This design comes from an exercise in tuning for small area and a short achievable clock period on the open sky130 flow, not from production work.
Only simulation tests tie the RTL to the original design; equivalence was not proved.

## design/flow/run.sh

```bash
#!/bin/bash
# synth_recipe.tcl (not shown) runs the flow's synth.tcl, then flattens the netlist and writes it again
# the make line also repeats each setting of config.mk as NAME=value (left out here)
make -C /OpenROAD-flow-scripts/flow DESIGN_CONFIG=/design/flow/config.mk WORK_HOME=/design/flow/orfs CLKGATE_MAP_FILE= SYNTH_SCRIPT=/design/flow/synth_recipe.tcl finish
```

## design/flow/config.mk

```make
export PLATFORM = sky130hd
export DESIGN_NAME = Mesh
export DESIGN_NICKNAME = Mesh
export VERILOG_FILES = /design/flow/design.v
export SDC_FILE = /design/flow/constraint.sdc
export NUM_CORES = 8
export LEC_CHECK = 0
export ABC_AREA = 1
export CAP_MARGIN = 20
export CORE_MARGIN = 2
export CORE_UTILIZATION = 45
export SETUP_SLACK_MARGIN = 0.2
export SLEW_MARGIN = 20
```

## design/flow/constraint.sdc

```tcl
create_clock -name core_clock -period 8.5 [get_ports {clock}]
set_input_delay 1.7000 -clock core_clock [delete_from_list [all_inputs] [get_ports {clock}]]
set_output_delay 1.7000 -clock core_clock [all_outputs]
set_load 0.01 [all_outputs]
```

## design/flow/design.v

```verilog
module MacUnit(
  input  [7:0]  io_in_a,
  input  [7:0]  io_in_b,
  input  [19:0] io_in_c,
  output [19:0] io_out_d
);
  wire pp_0_0 = io_in_a[0] & io_in_b[0];
  wire pp_0_1 = io_in_a[0] & io_in_b[1];
  wire pp_0_2 = io_in_a[0] & io_in_b[2];
  wire pp_0_3 = io_in_a[0] & io_in_b[3];
  wire pp_0_4 = io_in_a[0] & io_in_b[4];
  wire pp_0_5 = io_in_a[0] & io_in_b[5];
  wire pp_0_6 = io_in_a[0] & io_in_b[6];
  wire pp_0_7 = ~(io_in_a[0] & io_in_b[7]);
  wire pp_1_0 = io_in_a[1] & io_in_b[0];
  wire pp_1_1 = io_in_a[1] & io_in_b[1];
  wire pp_1_2 = io_in_a[1] & io_in_b[2];
  wire pp_1_3 = io_in_a[1] & io_in_b[3];
  wire pp_1_4 = io_in_a[1] & io_in_b[4];
  wire pp_1_5 = io_in_a[1] & io_in_b[5];
  wire pp_1_6 = io_in_a[1] & io_in_b[6];
  wire pp_1_7 = ~(io_in_a[1] & io_in_b[7]);
  wire pp_2_0 = io_in_a[2] & io_in_b[0];
  wire pp_2_1 = io_in_a[2] & io_in_b[1];
  wire pp_2_2 = io_in_a[2] & io_in_b[2];
  wire pp_2_3 = io_in_a[2] & io_in_b[3];
  wire pp_2_4 = io_in_a[2] & io_in_b[4];
  wire pp_2_5 = io_in_a[2] & io_in_b[5];
  wire pp_2_6 = io_in_a[2] & io_in_b[6];
  wire pp_2_7 = ~(io_in_a[2] & io_in_b[7]);
  wire pp_3_0 = io_in_a[3] & io_in_b[0];
  wire pp_3_1 = io_in_a[3] & io_in_b[1];
  wire pp_3_2 = io_in_a[3] & io_in_b[2];
  wire pp_3_3 = io_in_a[3] & io_in_b[3];
  wire pp_3_4 = io_in_a[3] & io_in_b[4];
  wire pp_3_5 = io_in_a[3] & io_in_b[5];
  wire pp_3_6 = io_in_a[3] & io_in_b[6];
  wire pp_3_7 = ~(io_in_a[3] & io_in_b[7]);
  wire pp_4_0 = io_in_a[4] & io_in_b[0];
  wire pp_4_1 = io_in_a[4] & io_in_b[1];
  wire pp_4_2 = io_in_a[4] & io_in_b[2];
  wire pp_4_3 = io_in_a[4] & io_in_b[3];
  wire pp_4_4 = io_in_a[4] & io_in_b[4];
  wire pp_4_5 = io_in_a[4] & io_in_b[5];
  wire pp_4_6 = io_in_a[4] & io_in_b[6];
  wire pp_4_7 = ~(io_in_a[4] & io_in_b[7]);
  wire pp_5_0 = io_in_a[5] & io_in_b[0];
  wire pp_5_1 = io_in_a[5] & io_in_b[1];
  wire pp_5_2 = io_in_a[5] & io_in_b[2];
  wire pp_5_3 = io_in_a[5] & io_in_b[3];
  wire pp_5_4 = io_in_a[5] & io_in_b[4];
  wire pp_5_5 = io_in_a[5] & io_in_b[5];
  wire pp_5_6 = io_in_a[5] & io_in_b[6];
  wire pp_5_7 = ~(io_in_a[5] & io_in_b[7]);
  wire pp_6_0 = io_in_a[6] & io_in_b[0];
  wire pp_6_1 = io_in_a[6] & io_in_b[1];
  wire pp_6_2 = io_in_a[6] & io_in_b[2];
  wire pp_6_3 = io_in_a[6] & io_in_b[3];
  wire pp_6_4 = io_in_a[6] & io_in_b[4];
  wire pp_6_5 = io_in_a[6] & io_in_b[5];
  wire pp_6_6 = io_in_a[6] & io_in_b[6];
  wire pp_6_7 = ~(io_in_a[6] & io_in_b[7]);
  wire pp_7_0 = ~(io_in_a[7] & io_in_b[0]);
  wire pp_7_1 = ~(io_in_a[7] & io_in_b[1]);
  wire pp_7_2 = ~(io_in_a[7] & io_in_b[2]);
  wire pp_7_3 = ~(io_in_a[7] & io_in_b[3]);
  wire pp_7_4 = ~(io_in_a[7] & io_in_b[4]);
  wire pp_7_5 = ~(io_in_a[7] & io_in_b[5]);
  wire pp_7_6 = ~(io_in_a[7] & io_in_b[6]);
  wire pp_7_7 = io_in_a[7] & io_in_b[7];
  wire s0 = pp_0_5 ^ pp_1_4;
  wire c0 = pp_0_5 & pp_1_4;
  wire s1 = pp_0_6 ^ pp_1_5 ^ pp_2_4;
  wire c1 = (pp_0_6 & pp_1_5) | (pp_0_6 & pp_2_4) | (pp_1_5 & pp_2_4);
  wire s2 = pp_3_3 ^ pp_4_2;
  wire c2 = pp_3_3 & pp_4_2;
  wire s3 = pp_0_7 ^ pp_1_6 ^ pp_2_5;
  wire c3 = (pp_0_7 & pp_1_6) | (pp_0_7 & pp_2_5) | (pp_1_6 & pp_2_5);
  wire s4 = pp_3_4 ^ pp_4_3 ^ pp_5_2;
  wire c4 = (pp_3_4 & pp_4_3) | (pp_3_4 & pp_5_2) | (pp_4_3 & pp_5_2);
  wire s5 = pp_6_1 ^ pp_7_0;
  wire c5 = pp_6_1 & pp_7_0;
  wire s6 = pp_1_7 ^ pp_2_6 ^ pp_3_5;
  wire c6 = (pp_1_7 & pp_2_6) | (pp_1_7 & pp_3_5) | (pp_2_6 & pp_3_5);
  wire s7 = pp_4_4 ^ pp_5_3 ^ pp_6_2;
  wire c7 = (pp_4_4 & pp_5_3) | (pp_4_4 & pp_6_2) | (pp_5_3 & pp_6_2);
  wire s8 = pp_7_1 ^ io_in_c[8] ^ 1'b1;
  wire c8 = (pp_7_1 & io_in_c[8]) | (pp_7_1 & 1'b1) | (io_in_c[8] & 1'b1);
  wire s9 = pp_2_7 ^ pp_3_6 ^ pp_4_5;
  wire c9 = (pp_2_7 & pp_3_6) | (pp_2_7 & pp_4_5) | (pp_3_6 & pp_4_5);
  wire s10 = pp_5_4 ^ pp_6_3 ^ pp_7_2;
  wire c10 = (pp_5_4 & pp_6_3) | (pp_5_4 & pp_7_2) | (pp_6_3 & pp_7_2);
  wire s11 = pp_3_7 ^ pp_4_6 ^ pp_5_5;
  wire c11 = (pp_3_7 & pp_4_6) | (pp_3_7 & pp_5_5) | (pp_4_6 & pp_5_5);
  wire s12 = pp_0_3 ^ pp_1_2;
  wire c12 = pp_0_3 & pp_1_2;
  wire s13 = pp_0_4 ^ pp_1_3 ^ pp_2_2;
  wire c13 = (pp_0_4 & pp_1_3) | (pp_0_4 & pp_2_2) | (pp_1_3 & pp_2_2);
  wire s14 = pp_3_1 ^ pp_4_0;
  wire c14 = pp_3_1 & pp_4_0;
  wire s15 = pp_2_3 ^ pp_3_2 ^ pp_4_1;
  wire c15 = (pp_2_3 & pp_3_2) | (pp_2_3 & pp_4_1) | (pp_3_2 & pp_4_1);
  wire s16 = pp_5_0 ^ io_in_c[5] ^ s0;
  wire c16 = (pp_5_0 & io_in_c[5]) | (pp_5_0 & s0) | (io_in_c[5] & s0);
  wire s17 = pp_5_1 ^ pp_6_0 ^ io_in_c[6];
  wire c17 = (pp_5_1 & pp_6_0) | (pp_5_1 & io_in_c[6]) | (pp_6_0 & io_in_c[6]);
  wire s18 = c0 ^ s1 ^ s2;
  wire c18 = (c0 & s1) | (c0 & s2) | (s1 & s2);
  wire s19 = io_in_c[7] ^ c1 ^ c2;
  wire c19 = (io_in_c[7] & c1) | (io_in_c[7] & c2) | (c1 & c2);
  wire s20 = s3 ^ s4 ^ s5;
  wire c20 = (s3 & s4) | (s3 & s5) | (s4 & s5);
  wire s21 = c3 ^ c4 ^ c5;
  wire c21 = (c3 & c4) | (c3 & c5) | (c4 & c5);
  wire s22 = s6 ^ s7 ^ s8;
  wire c22 = (s6 & s7) | (s6 & s8) | (s7 & s8);
  wire s23 = io_in_c[9] ^ c6 ^ c7;
  wire c23 = (io_in_c[9] & c6) | (io_in_c[9] & c7) | (c6 & c7);
  wire s24 = c8 ^ s9 ^ s10;
  wire c24 = (c8 & s9) | (c8 & s10) | (s9 & s10);
  wire s25 = pp_6_4 ^ pp_7_3 ^ io_in_c[10];
  wire c25 = (pp_6_4 & pp_7_3) | (pp_6_4 & io_in_c[10]) | (pp_7_3 & io_in_c[10]);
  wire s26 = c9 ^ c10 ^ s11;
  wire c26 = (c9 & c10) | (c9 & s11) | (c10 & s11);
  wire s27 = pp_4_7 ^ pp_5_6 ^ pp_6_5;
  wire c27 = (pp_4_7 & pp_5_6) | (pp_4_7 & pp_6_5) | (pp_5_6 & pp_6_5);
  wire s28 = pp_7_4 ^ io_in_c[11] ^ c11;
  wire c28 = (pp_7_4 & io_in_c[11]) | (pp_7_4 & c11) | (io_in_c[11] & c11);
  wire s29 = pp_5_7 ^ pp_6_6 ^ pp_7_5;
  wire c29 = (pp_5_7 & pp_6_6) | (pp_5_7 & pp_7_5) | (pp_6_6 & pp_7_5);
  wire s30 = pp_0_2 ^ pp_1_1;
  wire c30 = pp_0_2 & pp_1_1;
  wire s31 = pp_2_1 ^ pp_3_0 ^ io_in_c[3];
  wire c31 = (pp_2_1 & pp_3_0) | (pp_2_1 & io_in_c[3]) | (pp_3_0 & io_in_c[3]);
  wire s32 = io_in_c[4] ^ c12 ^ s13;
  wire c32 = (io_in_c[4] & c12) | (io_in_c[4] & s13) | (c12 & s13);
  wire s33 = c13 ^ c14 ^ s15;
  wire c33 = (c13 & c14) | (c13 & s15) | (c14 & s15);
  wire s34 = c15 ^ c16 ^ s17;
  wire c34 = (c15 & c16) | (c15 & s17) | (c16 & s17);
  wire s35 = c17 ^ c18 ^ s19;
  wire c35 = (c17 & c18) | (c17 & s19) | (c18 & s19);
  wire s36 = c19 ^ c20 ^ s21;
  wire c36 = (c19 & c20) | (c19 & s21) | (c20 & s21);
  wire s37 = c21 ^ c22 ^ s23;
  wire c37 = (c21 & c22) | (c21 & s23) | (c22 & s23);
  wire s38 = c23 ^ c24 ^ s25;
  wire c38 = (c23 & c24) | (c23 & s25) | (c24 & s25);
  wire s39 = c25 ^ c26 ^ s27;
  wire c39 = (c25 & c26) | (c25 & s27) | (c26 & s27);
  wire s40 = io_in_c[12] ^ c27 ^ c28;
  wire c40 = (io_in_c[12] & c27) | (io_in_c[12] & c28) | (c27 & c28);
  wire s41 = pp_6_7 ^ pp_7_6 ^ io_in_c[13];
  wire c41 = (pp_6_7 & pp_7_6) | (pp_6_7 & io_in_c[13]) | (pp_7_6 & io_in_c[13]);
  wire s42 = pp_0_1 ^ pp_1_0;
  wire c42 = pp_0_1 & pp_1_0;
  wire s43 = pp_2_0 ^ io_in_c[2] ^ s30;
  wire c43 = (pp_2_0 & io_in_c[2]) | (pp_2_0 & s30) | (io_in_c[2] & s30);
  wire s44 = s12 ^ c30 ^ s31;
  wire c44 = (s12 & c30) | (s12 & s31) | (c30 & s31);
  wire s45 = s14 ^ c31 ^ s32;
  wire c45 = (s14 & c31) | (s14 & s32) | (c31 & s32);
  wire s46 = s16 ^ c32 ^ s33;
  wire c46 = (s16 & c32) | (s16 & s33) | (c32 & s33);
  wire s47 = s18 ^ c33 ^ s34;
  wire c47 = (s18 & c33) | (s18 & s34) | (c33 & s34);
  wire s48 = s20 ^ c34 ^ s35;
  wire c48 = (s20 & c34) | (s20 & s35) | (c34 & s35);
  wire s49 = s22 ^ c35 ^ s36;
  wire c49 = (s22 & c35) | (s22 & s36) | (c35 & s36);
  wire s50 = s24 ^ c36 ^ s37;
  wire c50 = (s24 & c36) | (s24 & s37) | (c36 & s37);
  wire s51 = s26 ^ c37 ^ s38;
  wire c51 = (s26 & c37) | (s26 & s38) | (c37 & s38);
  wire s52 = s28 ^ c38 ^ s39;
  wire c52 = (s28 & c38) | (s28 & s39) | (c38 & s39);
  wire s53 = s29 ^ c39 ^ s40;
  wire c53 = (s29 & c39) | (s29 & s40) | (c39 & s40);
  wire s54 = c29 ^ c40 ^ s41;
  wire c54 = (c29 & c40) | (c29 & s41) | (c40 & s41);
  wire s55 = pp_7_7 ^ io_in_c[14] ^ c41;
  wire c55 = (pp_7_7 & io_in_c[14]) | (pp_7_7 & c41) | (io_in_c[14] & c41);
  wire s56 = io_in_c[15] ^ 1'b1;
  wire c56 = io_in_c[15] & 1'b1;
  wire s57 = io_in_c[16] ^ 1'b1;
  wire c57 = io_in_c[16] & 1'b1;
  wire s58 = io_in_c[17] ^ 1'b1;
  wire c58 = io_in_c[17] & 1'b1;
  wire s59 = io_in_c[18] ^ 1'b1;
  wire c59 = io_in_c[18] & 1'b1;
  wire s60 = io_in_c[19] ^ 1'b1;
  wire c60 = io_in_c[19] & 1'b1;
  wire [19:0] sum_x = {c59, c58, c57, c56, c55, c54, c53, c52, c51, c50, c49, c48, c47, c46, c45, c44, c43, c42, io_in_c[1], pp_0_0};
  wire [19:0] sum_y = {s60, s59, s58, s57, s56, s55, s54, s53, s52, s51, s50, s49, s48, s47, s46, s45, s44, s43, s42, io_in_c[0]};
  assign io_out_d = sum_x + sum_y;
endmodule
module PE_256(
  input         clock,
  input  [7:0]  io_in_a,
  input  [19:0] io_in_b,
  input  [19:0] io_in_d,
  input         io_in_control_dataflow,
  input         io_in_control_propagate,
  input  [4:0]  io_in_control_shift,
  input         io_in_valid,
  input         io_next_propagate,
  output [19:0] io_out_b,
  output [19:0] io_out_c
);
  reg  [19:0] sel;
  reg  [19:0] oth;
  reg         last_s;
  wire        df   = io_in_control_dataflow;
  wire        prop = io_in_control_propagate;
  wire [19:0] mac;
  MacUnit mac_unit (
    .io_in_a (io_in_a),
    .io_in_b (df ? oth[7:0] : io_in_b[7:0]),
    .io_in_c (df ? io_in_b : oth),
    .io_out_d(mac)
  );
  wire [4:0]  s = (~df & (last_s ^ prop)) ? io_in_control_shift : 5'd0;
  wire signed [20:0] z = $signed({sel, 1'b0}) >>> s;    
  wire [18:0] below;                                   
  genvar j;
  generate
    for (j = 0; j < 19; j = j + 1) begin : m
      assign below[j] = sel[j] & (s >= j + 2);
    end
  endgenerate
  wire        rnd = z[0] & ((|below) | z[1]);
  assign io_out_c = z[20:1] + {19'd0, rnd};
  assign io_out_b = df ? mac : io_in_b;
  wire [19:0] sel_new = io_in_valid ? io_in_d : sel;
  wire [19:0] oth_new = (io_in_valid & ~df) ? mac : oth;
  wire        swap    = io_next_propagate ^ prop;
  always @(posedge clock) begin
    sel <= swap ? oth_new : sel_new;
    oth <= swap ? sel_new : oth_new;
    if (io_in_valid) last_s <= prop;
  end
endmodule
module Tile(
  input         clock,
  input  [7:0]  io_in_a,
  input  [19:0] io_in_b,
  input  [19:0] io_in_d,
  input         io_in_dataflow,
  input         io_in_propagate,
  input  [4:0]  io_in_shift,
  input         io_in_valid,
  output [7:0]  io_out_a,
  output [19:0] io_out_b,
  output [19:0] io_out_c,
  output        io_out_dataflow,
  output        io_out_propagate,
  output [4:0]  io_out_shift,
  output        io_out_valid
);
  reg [7:0]  in_a;
  reg [19:0] in_b;
  reg [19:0] in_d;
  reg        in_dataflow;
  reg        in_propagate;
  reg [4:0]  in_shift;
  reg        in_valid;
  always @(posedge clock) begin
    in_a         <= io_in_a;
    in_b         <= io_in_b;
    in_d         <= io_in_d;
    in_dataflow  <= io_in_dataflow;
    in_propagate <= io_in_propagate;
    in_shift     <= io_in_shift;
    in_valid     <= io_in_valid;
  end
  PE_256 pe (
    .clock                  (clock),
    .io_in_a                (in_a),
    .io_in_b                (in_b),
    .io_in_d                (in_d),
    .io_in_control_dataflow (in_dataflow),
    .io_in_control_propagate(in_propagate),
    .io_in_control_shift    (in_shift),
    .io_in_valid            (in_valid),
    .io_next_propagate      (io_in_propagate),
    .io_out_b               (io_out_b),
    .io_out_c               (io_out_c)
  );
  assign io_out_a         = in_a;
  assign io_out_dataflow  = in_dataflow;
  assign io_out_propagate = in_propagate;
  assign io_out_shift     = in_shift;
  assign io_out_valid     = in_valid;
endmodule
module Mesh(
  input         clock,
  input  [7:0]  io_in_a_0_0,
  input  [7:0]  io_in_a_1_0,
  input  [7:0]  io_in_a_2_0,
  input  [7:0]  io_in_a_3_0,
  input  [7:0]  io_in_a_4_0,
  input  [7:0]  io_in_a_5_0,
  input  [7:0]  io_in_a_6_0,
  input  [7:0]  io_in_a_7_0,
  input  [19:0] io_in_b_0_0,
  input  [19:0] io_in_b_1_0,
  input  [19:0] io_in_b_2_0,
  input  [19:0] io_in_b_3_0,
  input  [19:0] io_in_b_4_0,
  input  [19:0] io_in_b_5_0,
  input  [19:0] io_in_b_6_0,
  input  [19:0] io_in_b_7_0,
  input  [19:0] io_in_d_0_0,
  input  [19:0] io_in_d_1_0,
  input  [19:0] io_in_d_2_0,
  input  [19:0] io_in_d_3_0,
  input  [19:0] io_in_d_4_0,
  input  [19:0] io_in_d_5_0,
  input  [19:0] io_in_d_6_0,
  input  [19:0] io_in_d_7_0,
  input         io_in_control_0_0_dataflow,
  input         io_in_control_0_0_propagate,
  input  [4:0]  io_in_control_0_0_shift,
  input         io_in_control_1_0_dataflow,
  input         io_in_control_1_0_propagate,
  input  [4:0]  io_in_control_1_0_shift,
  input         io_in_control_2_0_dataflow,
  input         io_in_control_2_0_propagate,
  input  [4:0]  io_in_control_2_0_shift,
  input         io_in_control_3_0_dataflow,
  input         io_in_control_3_0_propagate,
  input  [4:0]  io_in_control_3_0_shift,
  input         io_in_control_4_0_dataflow,
  input         io_in_control_4_0_propagate,
  input  [4:0]  io_in_control_4_0_shift,
  input         io_in_control_5_0_dataflow,
  input         io_in_control_5_0_propagate,
  input  [4:0]  io_in_control_5_0_shift,
  input         io_in_control_6_0_dataflow,
  input         io_in_control_6_0_propagate,
  input  [4:0]  io_in_control_6_0_shift,
  input         io_in_control_7_0_dataflow,
  input         io_in_control_7_0_propagate,
  input  [4:0]  io_in_control_7_0_shift,
  input  [2:0]  io_in_id_0_0,
  input  [2:0]  io_in_id_1_0,
  input  [2:0]  io_in_id_2_0,
  input  [2:0]  io_in_id_3_0,
  input  [2:0]  io_in_id_4_0,
  input  [2:0]  io_in_id_5_0,
  input  [2:0]  io_in_id_6_0,
  input  [2:0]  io_in_id_7_0,
  input         io_in_last_0_0,
  input         io_in_last_1_0,
  input         io_in_last_2_0,
  input         io_in_last_3_0,
  input         io_in_last_4_0,
  input         io_in_last_5_0,
  input         io_in_last_6_0,
  input         io_in_last_7_0,
  input         io_in_valid_0_0,
  input         io_in_valid_1_0,
  input         io_in_valid_2_0,
  input         io_in_valid_3_0,
  input         io_in_valid_4_0,
  input         io_in_valid_5_0,
  input         io_in_valid_6_0,
  input         io_in_valid_7_0,
  output [19:0] io_out_b_0_0,
  output [19:0] io_out_b_1_0,
  output [19:0] io_out_b_2_0,
  output [19:0] io_out_b_3_0,
  output [19:0] io_out_b_4_0,
  output [19:0] io_out_b_5_0,
  output [19:0] io_out_b_6_0,
  output [19:0] io_out_b_7_0,
  output [19:0] io_out_c_0_0,
  output [19:0] io_out_c_1_0,
  output [19:0] io_out_c_2_0,
  output [19:0] io_out_c_3_0,
  output [19:0] io_out_c_4_0,
  output [19:0] io_out_c_5_0,
  output [19:0] io_out_c_6_0,
  output [19:0] io_out_c_7_0,
  output        io_out_valid_0_0,
  output        io_out_control_0_0_dataflow,
  output [2:0]  io_out_id_0_0,
  output        io_out_last_0_0
);
  localparam N = 8;
  wire [8*N*(N+1)-1:0]  a_h;
  wire [20*N*(N+1)-1:0] b_v;
  wire [20*N*(N+1)-1:0] d_v;
  wire [N*(N+1)-1:0]    df_v;
  wire [N*(N+1)-1:0]    pr_v;
  wire [5*N*(N+1)-1:0]  sh_v;
  wire [N*(N+1)-1:0]    v_v;
  assign a_h[8*(0*(N+1))+:8] = io_in_a_0_0;
  assign a_h[8*(1*(N+1))+:8] = io_in_a_1_0;
  assign a_h[8*(2*(N+1))+:8] = io_in_a_2_0;
  assign a_h[8*(3*(N+1))+:8] = io_in_a_3_0;
  assign a_h[8*(4*(N+1))+:8] = io_in_a_4_0;
  assign a_h[8*(5*(N+1))+:8] = io_in_a_5_0;
  assign a_h[8*(6*(N+1))+:8] = io_in_a_6_0;
  assign a_h[8*(7*(N+1))+:8] = io_in_a_7_0;
  assign b_v[20*0+:20] = io_in_b_0_0;
  assign d_v[20*0+:20] = io_in_d_0_0;
  assign df_v[0] = io_in_control_0_0_dataflow;
  assign pr_v[0] = io_in_control_0_0_propagate;
  assign sh_v[5*0+:5] = io_in_control_0_0_shift;
  assign v_v[0] = io_in_valid_0_0;
  assign b_v[20*1+:20] = io_in_b_1_0;
  assign d_v[20*1+:20] = io_in_d_1_0;
  assign df_v[1] = io_in_control_1_0_dataflow;
  assign pr_v[1] = io_in_control_1_0_propagate;
  assign sh_v[5*1+:5] = io_in_control_1_0_shift;
  assign v_v[1] = io_in_valid_1_0;
  assign b_v[20*2+:20] = io_in_b_2_0;
  assign d_v[20*2+:20] = io_in_d_2_0;
  assign df_v[2] = io_in_control_2_0_dataflow;
  assign pr_v[2] = io_in_control_2_0_propagate;
  assign sh_v[5*2+:5] = io_in_control_2_0_shift;
  assign v_v[2] = io_in_valid_2_0;
  assign b_v[20*3+:20] = io_in_b_3_0;
  assign d_v[20*3+:20] = io_in_d_3_0;
  assign df_v[3] = io_in_control_3_0_dataflow;
  assign pr_v[3] = io_in_control_3_0_propagate;
  assign sh_v[5*3+:5] = io_in_control_3_0_shift;
  assign v_v[3] = io_in_valid_3_0;
  assign b_v[20*4+:20] = io_in_b_4_0;
  assign d_v[20*4+:20] = io_in_d_4_0;
  assign df_v[4] = io_in_control_4_0_dataflow;
  assign pr_v[4] = io_in_control_4_0_propagate;
  assign sh_v[5*4+:5] = io_in_control_4_0_shift;
  assign v_v[4] = io_in_valid_4_0;
  assign b_v[20*5+:20] = io_in_b_5_0;
  assign d_v[20*5+:20] = io_in_d_5_0;
  assign df_v[5] = io_in_control_5_0_dataflow;
  assign pr_v[5] = io_in_control_5_0_propagate;
  assign sh_v[5*5+:5] = io_in_control_5_0_shift;
  assign v_v[5] = io_in_valid_5_0;
  assign b_v[20*6+:20] = io_in_b_6_0;
  assign d_v[20*6+:20] = io_in_d_6_0;
  assign df_v[6] = io_in_control_6_0_dataflow;
  assign pr_v[6] = io_in_control_6_0_propagate;
  assign sh_v[5*6+:5] = io_in_control_6_0_shift;
  assign v_v[6] = io_in_valid_6_0;
  assign b_v[20*7+:20] = io_in_b_7_0;
  assign d_v[20*7+:20] = io_in_d_7_0;
  assign df_v[7] = io_in_control_7_0_dataflow;
  assign pr_v[7] = io_in_control_7_0_propagate;
  assign sh_v[5*7+:5] = io_in_control_7_0_shift;
  assign v_v[7] = io_in_valid_7_0;
  genvar r, c;
  generate
    for (r = 0; r < N; r = r + 1) begin : row
      for (c = 0; c < N; c = c + 1) begin : col
        Tile t (
          .clock         (clock),
          .io_in_a       (a_h[8*(r*(N+1)+c)+:8]),
          .io_in_b       (b_v[20*(r*N+c)+:20]),
          .io_in_d       (d_v[20*(r*N+c)+:20]),
          .io_in_dataflow(df_v[r*N+c]),
          .io_in_propagate(pr_v[r*N+c]),
          .io_in_shift   (sh_v[5*(r*N+c)+:5]),
          .io_in_valid   (v_v[r*N+c]),
          .io_out_a      (a_h[8*(r*(N+1)+c+1)+:8]),
          .io_out_b      (b_v[20*((r+1)*N+c)+:20]),
          .io_out_c      (d_v[20*((r+1)*N+c)+:20]),
          .io_out_dataflow(df_v[(r+1)*N+c]),
          .io_out_propagate(pr_v[(r+1)*N+c]),
          .io_out_shift  (sh_v[5*((r+1)*N+c)+:5]),
          .io_out_valid  (v_v[(r+1)*N+c])
        );
      end
    end
  endgenerate
  reg [3*(N+1)-1:0] id_pipe;
  reg [N:0]         last_pipe;
  always @(posedge clock) begin
    id_pipe   <= {id_pipe[3*N-1:0], io_in_id_0_0};
    last_pipe <= {last_pipe[N-1:0], io_in_last_0_0};
  end
  reg [20*N-1:0] out_b;
  reg [20*N-1:0] out_c;
  reg            out_valid;
  reg            out_dataflow;
  always @(posedge clock) begin
    out_b        <= b_v[20*N*N+:20*N];
    out_c        <= d_v[20*N*N+:20*N];
    out_valid    <= v_v[N*N];
    out_dataflow <= df_v[N*N];
  end
  assign io_out_b_0_0 = out_b[20*0+:20];
  assign io_out_c_0_0 = out_c[20*0+:20];
  assign io_out_b_1_0 = out_b[20*1+:20];
  assign io_out_c_1_0 = out_c[20*1+:20];
  assign io_out_b_2_0 = out_b[20*2+:20];
  assign io_out_c_2_0 = out_c[20*2+:20];
  assign io_out_b_3_0 = out_b[20*3+:20];
  assign io_out_c_3_0 = out_c[20*3+:20];
  assign io_out_b_4_0 = out_b[20*4+:20];
  assign io_out_c_4_0 = out_c[20*4+:20];
  assign io_out_b_5_0 = out_b[20*5+:20];
  assign io_out_c_5_0 = out_c[20*5+:20];
  assign io_out_b_6_0 = out_b[20*6+:20];
  assign io_out_c_6_0 = out_c[20*6+:20];
  assign io_out_b_7_0 = out_b[20*7+:20];
  assign io_out_c_7_0 = out_c[20*7+:20];
  assign io_out_valid_0_0 = out_valid;
  assign io_out_control_0_0_dataflow = out_dataflow;
  assign io_out_id_0_0 = id_pipe[3*N+:3];
  assign io_out_last_0_0 = last_pipe[N];
endmodule
```

==> results.txt <==
[state kept, by name, indices dropped and copies added (netlist names)]
name / count
row.col.t.in_b: 1280
row.col.t.in_d: 1280
row.col.t.pe.oth: 1280
row.col.t.pe.sel: 1280
row.col.t.in_a: 512
row.col.t.in_shift: 320
out_b: 160
out_c: 160
row.col.t.in_dataflow: 64
row.col.t.in_propagate: 64
row.col.t.in_valid: 64
row.col.t.pe.last_s: 64
id_pipe: 27
last_pipe: 9
out_dataflow: 1
out_valid: 1
[worst max-delay path, delay by kind of cell (launching register included)]
family          cells  cell delay (ns)
compound gates      4             1.51
xor+xnor            1             0.15
fa+ha+maj           5             2.23
buf+inv             4             1.05
flops               1             0.30
simple gates        5             0.80
[kinds of logic (layout without fill, tap and decap cells)]
family	Yosys count	in the layout
adder cells (fa/ha/maj)	4928	4928
AND/OR/NAND/NOR	38036	38036
buffers and inverters	10715	10727
other	0	36
flip-flops	6566	6566
XOR/XNOR	1586	1586
AO/OA/AOI/OAI	10268	10268
multiplexers	660	660
[layout make-up]
| type | instances | share of cell area |
|---|---|---|
| diodes | 36 | 0.000167 |
| clock buffers | 1000 | 0.0399 |
| clock inverters | 386 | 0.00898 |
| inverters | 8205 | 0.0572 |
| multi-input cells | 55478 | 0.595 |
| flip-flops and latches | 6566 | 0.245 |
| well taps | 14512 | 0.0337 |
| repair buffers | 1136 | 0.0199 |
[worst max path at each step]
| stage | from | cells after the start | endpoint | slack [ns] |
|---|---|---|---|---|
| after floorplan | row[1].col[6].t.in_dataflow | 24 | row[1].col[6].t.pe.oth[17] | 3.52 |
| after global placement | row[7].col[3].t.in_dataflow | 19 | out_b[75] | 2.25 |
| after detailed placement | row[7].col[3].t.in_dataflow | 19 | out_b[75] | 2.22 |
| after CTS | row[7].col[3].t.in_dataflow | 19 | out_b[75] | 2.22 |
| after global routing | row[7].col[3].t.in_dataflow | 19 | out_b[75] | 1.72 |
| final | row[5].col[4].t.in_dataflow | 19 | row[6].col[4].t.in_b[15] | 2.22 |
[Yosys cell counts, types with 132 or more instances]
cell      count  area, sq um
a21o_1      259         1940
a21oi_1    1495         7480
a31oi_1     238         1490
buf_1       132          495
buf_2       436         2180
buf_4       192         1440
clkbuf_1   1637         6140
dfxtp_1    6502       130000
fa_1       3136        62800
ha_1       1792        22400
inv_1      7869        29500
inv_2       267         1000
mux2i_1     660         6610
nand2_1   22864        85800
nand2_2     157          982
nand3_1    8053        40300
nand3b_1    157         1180
nand4_1     586         3670
nor2_1     4837        18200
nor2_2      325         2030
nor2_4      133         1500
nor3_1      389         1950
o211ai_1    378         2840
o21ai_0    7252        36300
o21bai_1    262         1970
or2_2       280         1750
xnor2_1     940         8230
xor2_1      646         5660
[routing by layer]
metal	track usage	vias up	share of wire
li1	-	232523	-
met1	0.436	220298	0.50
met2	0.412	15437	0.41
met3	0.0314	1759	0.072
met4	0.0535	22	0.020
met5	0	-	0.000094
[through the flow]
stage / instance area [sq um] / util
final: 539000 / 0.491
after global routing: 539000 / 0.491
after CTS: 539000 / 0.491
after detailed placement: 512000 / 0.467
after global placement: 512000 / 0.467
after floorplan: 495000 / -
==> impl_metrics.yaml <==
hold_path:
  holdCritStartpoint: "id_pipe[22]"
  holdPathEnd: "id_pipe[25]"
  holdPathStages: 0
  hold_path_class: "flop to flop"
drt:
  drtIter0Drc: 44682
  ant_nets: 1
  drt_wl_total_mm: 1590
  route.detailed.wl_per_inst_um: 18.2
  drc_errors: 0
  vias: 470039
  via_per_inst: 5.38
  dr.pass1.iters: 7
clock_tree:
  cts-root-buf: "clkbuf_16"
  cts_setup_buffers: 0
  cts_buffers: 752
  cts_resized: 0
  cts_hold_buf: 0
  cts_htree_levels: 6
  clk_path_buf_depth: 5
  clock-sinks: 6566
  clk_pin_slew_worst_paths_ns: 0.07
  clk_latency_ns: 1.17
  cts_tree: "built"
sta:
  drv_slew: 0
  fin_hold_ws_ns: 0.316
  hold_viol_final: 0
  clock.fmax_mhz: 159
  setup_viol: 0
  setup_ws_ns: 2.22
  worst_pin_slew_ns: 1.12
  fin_crit_ns: 6.28
  clock_skew_ns: 0.0628
  period_share: 0.739
  rsz0062_at_grt: "no"
  fin_tns_setup_ns: 0
  relSlewSlack: 0.249
grt:
  overflow: 0
  grt_util_all_layers: 0.279
  grt_pass1_wl_mm: 2500
  grt_pass1_vias: 438789
  grt_max_degree: 51
  antenna_found_initial: 91
place:
  place_congestion: 0.954
  portBuffers: 778
  dp_hpwl_mm: 1280
  dp_slack_ns: 2.22
  dp.cells: 85879
final_layout:
  multiInputGateArea_sq_um: 321000
  drive_gt1_frac: 0.0423
  fillers: 113253
  area_delta_synth_final_pct: 8.99
  finalNetCount: 77548
  final_common_cell: "nand2_1"
  regArea_sq_um: 132000
  fin_cells: 87319
  final_cell_mix: "nand2_1, nand3_1, inv_1"
logic_synthesis:
  synth_compound_area_frac: 0.111
  synth_cell_type_count: 76
  ys.flop_type: "dfxtp_1"
  synth-simple-area-share: 0.323
  async_reset_ff_frac: 0
  synth_top_family_by_area: "simple AND/OR/NAND/NOR gates"
  avgSynthCellArea_sq_um: 6.80
  synth-seq-cells: 6566
  synth_area_sq_um: 495000
  yosysSeqAreaShare: 0.267
  synth_warnings: 3
  synth_edf_count: 64
  syn_nets: 78168
  synth_cells: 72759
  synth_mux_area_frac: 0.0134
  synth_xor_area_frac: 0.0281
  synth_fa_ha_area_frac: 0.172
setup_path:
  end_kind: "flop"
  critPathKind: "flop to flop"
  reg2regPathDepth: 19
  cp_data_required_time_ns: 9.46
  cpMostUsedCell: "fa_1"
  worst-path-max-fanout: 48
  cp-start-kind: "flop"
  worstReg2RegEnd: "row[6].col[4].t.in_b[15]"
  critical_path.cell_chain: "buf_4 -> inv_2 -> nand2_1 -> nand2_1 -> inv_1 -> nor2_1 -> fa_1 -> fa_1 -> fa_1 -> fa_1 -> ha_1 -> nand2_1 -> nor2_1 -> inv_1 -> o21ai_0 -> a21oi_1 -> o21ai_0 -> xnor2_1 -> o21ai_0"
  slowest_delay_ns: 0.60
  crit_arrival_ns: 7.24
  rr_startpoint: "row[5].col[4].t.in_dataflow"
  reg2reg_slack_ns: 2.22
  crit_slowest_cell: "inv_2"
die:
  die_area_sq_um: 1110000
  start_util: 0.451
  die_w_mm: 1.05
  coreArea_sq_um: 1100000
  rows: 385
  boundaryPins: 807
  die_h_mm: 1.05
run:
  max_cap_violations: 0
status:
  outcome: "finished with violations"
  failed_checks: "antenna rules"

re-timing with driven ports:
The results above use ideal ports. As a check the final layout listed here was re-extracted and re-timed, cells and wires unchanged.
Step 1: set_driving_cell puts a clkbuf_16 on clock and a buf_2 on each other input, an assumption about the parent block.
Step 2 also shifts input and output timing later by t, the mid clock arrival at the registers, as if the neighbouring blocks saw the same clock.
Three values: no drivers, after step 1, after step 2; two values: the first two.
shift t [ns]: 1.304
setup slack, ns: 2.221 / 2.221 / 2.221
worst register clock-pin slew, ns: 0.07 / 0.07
The setup slack of this run moves by 0.000 ns with the drivers and by 0.000 ns with both steps.
